Background: an optimization exercise with open tools, aiming at small area. Do not read the settings as production practice.
Function was checked by simulation only, so behaviour that the tests miss may differ from the original. No driver is modelled on the clock port, so clocking that relies on it looks cheaper here than on a real chip.

==> v35: inputs <==
==> flow/design.v <==
`timescale 1ns / 1ps
module packet_data #(
    parameter data_width = 8,
    parameter depth = 64
)(
    input wire clk,
    input wire rst,
    input wire [data_width-1:0] s_axis_data,
    input wire s_axis_valid,
    output reg s_axis_ready,
    input wire s_axis_last,
    input wire [data_width + data_width-1 :0] packet_config,
    output reg [data_width-1 : 0] m_axis_data,
    output reg m_axis_valid,
    input wire m_axis_ready,
    output reg m_axis_last,
    output  full,
    output  empty
);
    reg [7:0] mem_1 [0:63];
    reg [7:0] mem_2 [0:62];
    reg       mem_3 [0:63];
    reg [6:0] wr_ptr;    
    reg [5:0] wr_ptr2;   
    reg [7:0] rd_ptr;
    reg [6:0] hwm1;      
    reg [5:0] hwm2;      
    assign full  = wr_ptr[6];
    assign empty = (wr_ptr == 7'd0);
    wire [7:0] k   = packet_config[15:8];
    wire [7:0] len = packet_config[7:0];
    always @(posedge clk) begin
        if (rst) s_axis_ready <= 1'b0;
        else     s_axis_ready <= 1'b1;
    end
    wire wr   = s_axis_valid & s_axis_ready & ~full;
    wire tail = (len > k) && ({2'b0, wr_ptr} + {1'b0, k} >= {1'b0, len});
    wire wr2  = wr & tail;
    always @(posedge clk) begin
        if (wr) begin
            mem_1[wr_ptr[5:0]] <= s_axis_data;
            mem_3[wr_ptr[5:0]] <= s_axis_last;
        end
        if (wr2)
            mem_2[wr_ptr2] <= s_axis_data;
    end
    always @(posedge clk or posedge rst) begin
        if (rst) begin
            wr_ptr  <= 7'd0;
            wr_ptr2 <= 6'd0;
            hwm1    <= 7'd0;
            hwm2    <= 6'd0;
        end else begin
            if (wr) begin
                if (wr_ptr == hwm1) hwm1 <= hwm1 + 7'd1;
                if (tail) begin
                    wr_ptr2 <= wr_ptr2 + 6'd1;
                    if (wr_ptr2 == hwm2) hwm2 <= hwm2 + 6'd1;
                end else begin
                    wr_ptr2 <= 6'd0;
                end
                wr_ptr <= wr_ptr + 7'd1;
            end
            if (s_axis_last)
                wr_ptr <= 7'd0;
        end
    end
    wire v1 = ({1'b0, rd_ptr} < {2'b0, hwm1});
    wire v2 = ({1'b0, rd_ptr} < {3'b0, hwm2});
    wire [5:0] ra = rd_ptr[5:0];
    reg [7:0] or_1, or_2;
    reg       or_3;
    integer i;
    always @* begin
        or_1 = 8'd0;
        or_2 = 8'd0;
        or_3 = 1'b0;
        for (i = 0; i < 64; i = i + 1) begin
            if (ra == i) begin
                or_1 = or_1 | mem_1[i];
                or_3 = or_3 | mem_3[i];
                if (i < 63) or_2 = or_2 | mem_2[i];
            end
        end
    end
    wire [7:0] rd_1 = v1 ? or_1 : 8'd0;
    wire [7:0] rd_2 = v2 ? or_2 : 8'd0;
    wire       rd_3 = v1 & or_3;
    wire [8:0] rd_inc = {1'b0, rd_ptr} + 9'd1;
    wire       hit    = (rd_inc == {1'b0, len});
    always @(posedge clk or posedge rst) begin
        if (rst) begin
            m_axis_data  <= 8'd0;
            m_axis_valid <= 1'b0;
            m_axis_last  <= 1'b0;
            rd_ptr       <= 8'd0;
        end else if (m_axis_ready && !empty) begin
            m_axis_last  <= rd_3;
            m_axis_valid <= hit;
            m_axis_data  <= hit ? rd_1 + rd_2 : 8'd0;
            rd_ptr       <= hit ? 8'd0 : rd_inc[7:0];
        end
    end
endmodule
==> flow/run.sh <==
#!/bin/bash
# synth_recipe.tcl (not shown) runs the flow's synth.tcl, then flattens the netlist and writes it again
# the make line also repeats each setting of config.mk as NAME=value (left out here)
make -C /OpenROAD-flow-scripts/flow DESIGN_CONFIG=/design/flow/config.mk WORK_HOME=/design/flow/orfs CLKGATE_MAP_FILE= SYNTH_SCRIPT=/design/flow/synth_recipe.tcl finish
==> flow/config.mk <==
export PLATFORM = sky130hd
export DESIGN_NAME = packet_data
export DESIGN_NICKNAME = packet_data
export VERILOG_FILES = /design/flow/design.v
export SDC_FILE = /design/flow/constraint.sdc
export NUM_CORES = 4
export LEC_CHECK = 0
export CAP_MARGIN = 0
export CORE_MARGIN = 2
export CORE_UTILIZATION = 45
export CTS_BUF_LIST = sky130_fd_sc_hd__clkbuf_4 sky130_fd_sc_hd__clkbuf_8
export PLACE_DENSITY = 0.6
export SLEW_MARGIN = 0
==> flow/constraint.sdc <==
create_clock -name core_clock -period 6.5 [get_ports {clk}]
set_input_delay 1.3000 -clock core_clock [delete_from_list [all_inputs] [get_ports {clk}]]
set_output_delay 1.3000 -clock core_clock [all_outputs]
set_load 0.01 [all_outputs]
==> v10 (differences from v35) <==
--- a/flow/design.v
+++ b/flow/design.v
@@ -36,3 +36,4 @@
     wire wr   = s_axis_valid & s_axis_ready & ~full;
-    wire tail = (len > k) && ({2'b0, wr_ptr} + {1'b0, k} >= {1'b0, len});
+    wire [8:0] dlk = {1'b0, len} - {1'b0, k};
+    wire tail = !dlk[8] && (dlk != 9'd0) && ({2'b0, wr_ptr} >= dlk);
     wire wr2  = wr & tail;
@@ -70,14 +71,18 @@
     wire [5:0] ra = rd_ptr[5:0];
-    reg [7:0] or_1, or_2;
-    reg       or_3;
-    integer i;
+    reg [7:0] or_1, or_2, g_1, g_2;
+    reg       or_3, g_3;
+    integer i, j;
     always @* begin
-        or_1 = 8'd0;
-        or_2 = 8'd0;
-        or_3 = 1'b0;
-        for (i = 0; i < 64; i = i + 1) begin
-            if (ra == i) begin
-                or_1 = or_1 | mem_1[i];
-                or_3 = or_3 | mem_3[i];
-                if (i < 63) or_2 = or_2 | mem_2[i];
+        or_1 = 8'd0; or_2 = 8'd0; or_3 = 1'b0;
+        for (i = 0; i < 8; i = i + 1) begin
+            g_1 = 8'd0; g_2 = 8'd0; g_3 = 1'b0;
+            for (j = 0; j < 8; j = j + 1) begin
+                if (ra[2:0] == j) begin
+                    g_1 = g_1 | mem_1[i*8+j];
+                    g_3 = g_3 | mem_3[i*8+j];
+                    if (i*8+j < 63) g_2 = g_2 | mem_2[i*8+j];
+                end
+            end
+            if (ra[5:3] == i) begin
+                or_1 = or_1 | g_1; or_2 = or_2 | g_2; or_3 = or_3 | g_3;
             end
==> flow/flow/run.sh (new file) <==
#!/bin/bash
# The standard layout (standard.sh) with these changes:
#  - synthesis: the same script, but its abc step maps with an area-oriented
#    ABC script (flow/area.abc); see flow/my_synth.tcl. Registers are mapped
#    before abc, so they keep the standard synthesis's names and cell types.
#  - CTS: no dummy balancing loads, leaf clusters sized for clkbuf_16.
#  - port buffers: sky130_fd_sc_hd__buf_1.
# make's output goes to flow.log; each ORFS step logs under orfs/logs/.
set -euo pipefail
HERE=$(pwd)
export MY_ABC_SCRIPT=$HERE/flow/area.abc
export FLOW_SYNTH_TCL=$HERE/synth_recipe.tcl
export CTS_ARGS="-sink_clustering_enable -repair_clock_nets -dont_use_dummy_load -buf_list sky130_fd_sc_hd__clkbuf_16 -sink_clustering_size 32 -sink_clustering_max_diameter 100"
export BUFFER_PORTS_ARGS="-buffer_cell sky130_fd_sc_hd__buf_1"
sed "s#SYNTH_SCRIPT=[^ ]*#SYNTH_SCRIPT=$HERE/flow/my_synth.tcl#" standard.sh > my_standard.sh
bash my_standard.sh > flow.log 2>&1
==> flow/flow/area.abc (new file) <==
strash
&get -n
&st
&dc2
&dch
&nf -R 1000
&put
topo
==> flow/flow/my_synth.tcl (new file) <==
# The standard flow's synthesis (synth_recipe.tcl) with one change: the technology mapping
# step (abc) runs an area-oriented ABC script instead of ORFS's speed script.
# Everything before abc, including dfflibmap, is unchanged, so the registers
# keep the standard synthesis's names and cell types.
proc abc {args} {
  set i [lsearch -exact $args -script]
  if { $i >= 0 } {
    lset args [expr { $i + 1 }] $::env(MY_ABC_SCRIPT)
  }
  # drop the delay target: the script maps for area
  set j [lsearch -exact $args -D]
  if { $j >= 0 } {
    set args [lreplace $args $j [expr { $j + 1 }]]
  }
  yosys abc {*}$args
}
source $::env(FLOW_SYNTH_TCL)
==> flow/standard.sh (new file) <==
#!/bin/bash
# synth_recipe.tcl (not shown) runs the flow's synth.tcl, then flattens the netlist and writes it again
# the make line also repeats each setting of config.mk as NAME=value (left out here)
make -C /OpenROAD-flow-scripts/flow DESIGN_CONFIG=/design/flow/config.mk WORK_HOME=/design/flow/orfs CLKGATE_MAP_FILE= SYNTH_SCRIPT=/design/flow/synth_recipe.tcl "${@:-finish}"
- CAP_MARGIN: 0 -> 10
- CTS_BUF_LIST: sky130_fd_sc_hd__clkbuf_4 sky130_fd_sc_hd__clkbuf_8 -> unset
- SLEW_MARGIN: 0 -> 10
removed: flow/run.sh
==> v11 (differences from v35) <==
--- a/flow/design.v
+++ b/flow/design.v
@@ -36,3 +36,4 @@
     wire wr   = s_axis_valid & s_axis_ready & ~full;
-    wire tail = (len > k) && ({2'b0, wr_ptr} + {1'b0, k} >= {1'b0, len});
+    wire [8:0] dlk = {1'b0, len} - {1'b0, k};
+    wire tail = !dlk[8] && (dlk != 9'd0) && ({2'b0, wr_ptr} >= dlk);
     wire wr2  = wr & tail;
@@ -70,14 +71,18 @@
     wire [5:0] ra = rd_ptr[5:0];
-    reg [7:0] or_1, or_2;
-    reg       or_3;
-    integer i;
+    reg [7:0] or_1, or_2, g_1, g_2;
+    reg       or_3, g_3;
+    integer i, j;
     always @* begin
-        or_1 = 8'd0;
-        or_2 = 8'd0;
-        or_3 = 1'b0;
-        for (i = 0; i < 64; i = i + 1) begin
-            if (ra == i) begin
-                or_1 = or_1 | mem_1[i];
-                or_3 = or_3 | mem_3[i];
-                if (i < 63) or_2 = or_2 | mem_2[i];
+        or_1 = 8'd0; or_2 = 8'd0; or_3 = 1'b0;
+        for (i = 0; i < 8; i = i + 1) begin
+            g_1 = 8'd0; g_2 = 8'd0; g_3 = 1'b0;
+            for (j = 0; j < 8; j = j + 1) begin
+                if (ra[2:0] == j) begin
+                    g_1 = g_1 | mem_1[i*8+j];
+                    g_3 = g_3 | mem_3[i*8+j];
+                    if (i*8+j < 63) g_2 = g_2 | mem_2[i*8+j];
+                end
+            end
+            if (ra[5:3] == i) begin
+                or_1 = or_1 | g_1; or_2 = or_2 | g_2; or_3 = or_3 | g_3;
             end
==> flow/flow/run.sh (new file) <==
#!/bin/bash
# The standard layout (standard.sh) with these changes:
#  - synthesis: the same script, but its abc step maps with an area-oriented
#    ABC script (flow/area.abc); see flow/my_synth.tcl. Registers are mapped
#    before abc, so they keep the standard synthesis's names and cell types.
#  - CTS: no dummy balancing loads, leaf clusters sized for clkbuf_16.
#  - port buffers: sky130_fd_sc_hd__buf_1.
#  - no adder-cell mapping before abc (ADDER_MAP_FILE empty): abc maps the
#    adders with the rest of the logic.
# make's output goes to flow.log; each ORFS step logs under orfs/logs/.
set -euo pipefail
HERE=$(pwd)
export MY_ABC_SCRIPT=$HERE/flow/area.abc
export FLOW_SYNTH_TCL=$HERE/synth_recipe.tcl
export CTS_ARGS="-sink_clustering_enable -repair_clock_nets -dont_use_dummy_load -buf_list sky130_fd_sc_hd__clkbuf_16 -sink_clustering_size 32 -sink_clustering_max_diameter 100"
export BUFFER_PORTS_ARGS="-buffer_cell sky130_fd_sc_hd__buf_1"
sed "s#SYNTH_SCRIPT=[^ ]*#SYNTH_SCRIPT=$HERE/flow/my_synth.tcl#" standard.sh > my_standard.sh
bash my_standard.sh ADDER_MAP_FILE= finish > flow.log 2>&1
==> flow/flow/area.abc (new file) <==
strash
&get -n
&st
&dc2
&dch
&nf -R 1000
&put
topo
==> flow/flow/my_synth.tcl (new file) <==
# The standard flow's synthesis (synth_recipe.tcl) with one change: the technology mapping
# step (abc) runs an area-oriented ABC script instead of ORFS's speed script.
# Everything before abc, including dfflibmap, is unchanged, so the registers
# keep the standard synthesis's names and cell types.
proc abc {args} {
  set i [lsearch -exact $args -script]
  if { $i >= 0 } {
    lset args [expr { $i + 1 }] $::env(MY_ABC_SCRIPT)
  }
  # drop the delay target: the script maps for area
  set j [lsearch -exact $args -D]
  if { $j >= 0 } {
    set args [lreplace $args $j [expr { $j + 1 }]]
  }
  yosys abc {*}$args
}
source $::env(FLOW_SYNTH_TCL)
==> flow/standard.sh (new file) <==
#!/bin/bash
# synth_recipe.tcl (not shown) runs the flow's synth.tcl, then flattens the netlist and writes it again
# the make line also repeats each setting of config.mk as NAME=value (left out here)
make -C /OpenROAD-flow-scripts/flow DESIGN_CONFIG=/design/flow/config.mk WORK_HOME=/design/flow/orfs CLKGATE_MAP_FILE= SYNTH_SCRIPT=/design/flow/synth_recipe.tcl "${@:-finish}"
- CAP_MARGIN: 0 -> 20
- CTS_BUF_LIST: sky130_fd_sc_hd__clkbuf_4 sky130_fd_sc_hd__clkbuf_8 -> unset
- SLEW_MARGIN: 0 -> 20
removed: flow/run.sh
==> qor.csv <==
metric,value,unit
register area share after synthesis,76.8,%
Placer Congestion,1.05,
met2 GRT Util,50.9,%
DP Worst Slack,451,ps
max-slew violations,17,
Max Cap Viol,1,
status,"complete, but fails checks",
Tmin final,6290,ps
Failed Checks,"capacitance limit, slew limit",
the above is filed under v35

==> qor.csv <==
metric,value,unit
Max Cap Viol,0,
DP Worst Slack,827,ps
Tmin final,5160,ps
"count leader, synth",edfxtp_1,
met2 GRT Util,37.0,%
max-slew violations,0,
status,timing/DRC/antenna clean,
the above is filed under v10

==> qor.csv <==
metric,value,unit
status,timing/DRC/antenna clean,
register area share after synthesis,81.4,%
Max Cap Viol,0,
DP Worst Slack,360,ps
Tmin final,5520,ps
Placer Congestion,0.905,
met2 GRT Util,40.1,%
the above is filed under v11

[port drivers added, routing unchanged]
How much do the figures lean on ideal ports? The routed layouts below were timed once more, with nothing changed but the port constraints. Step 1: set_driving_cell puts a clkbuf_16 on clk and a buf_2 on each other input, an assumption about the parent block. Step 2, shift: input delay + t, output delay - t, t = (earliest + latest rising clock arrival at the registers) / 2. This alone moves slack from input paths to output paths. Slacks: no drivers / after step 1 / after step 2; pairs: no drivers / after step 1.
run | t, ns | setup slack, ns | worst setup path after step 2
v35 | 0.958 | 0.212 / 0.212 / 0.212 | register to register
v10 | 0.668 | 1.340 / 1.340 / 0.761 | input to register
v11 | 0.669 | 0.983 / 1.023 / 0.354 | input to register
The setup slack of v11, which loses most, moves by +0.040 ns with the drivers and by -0.629 ns with both steps.
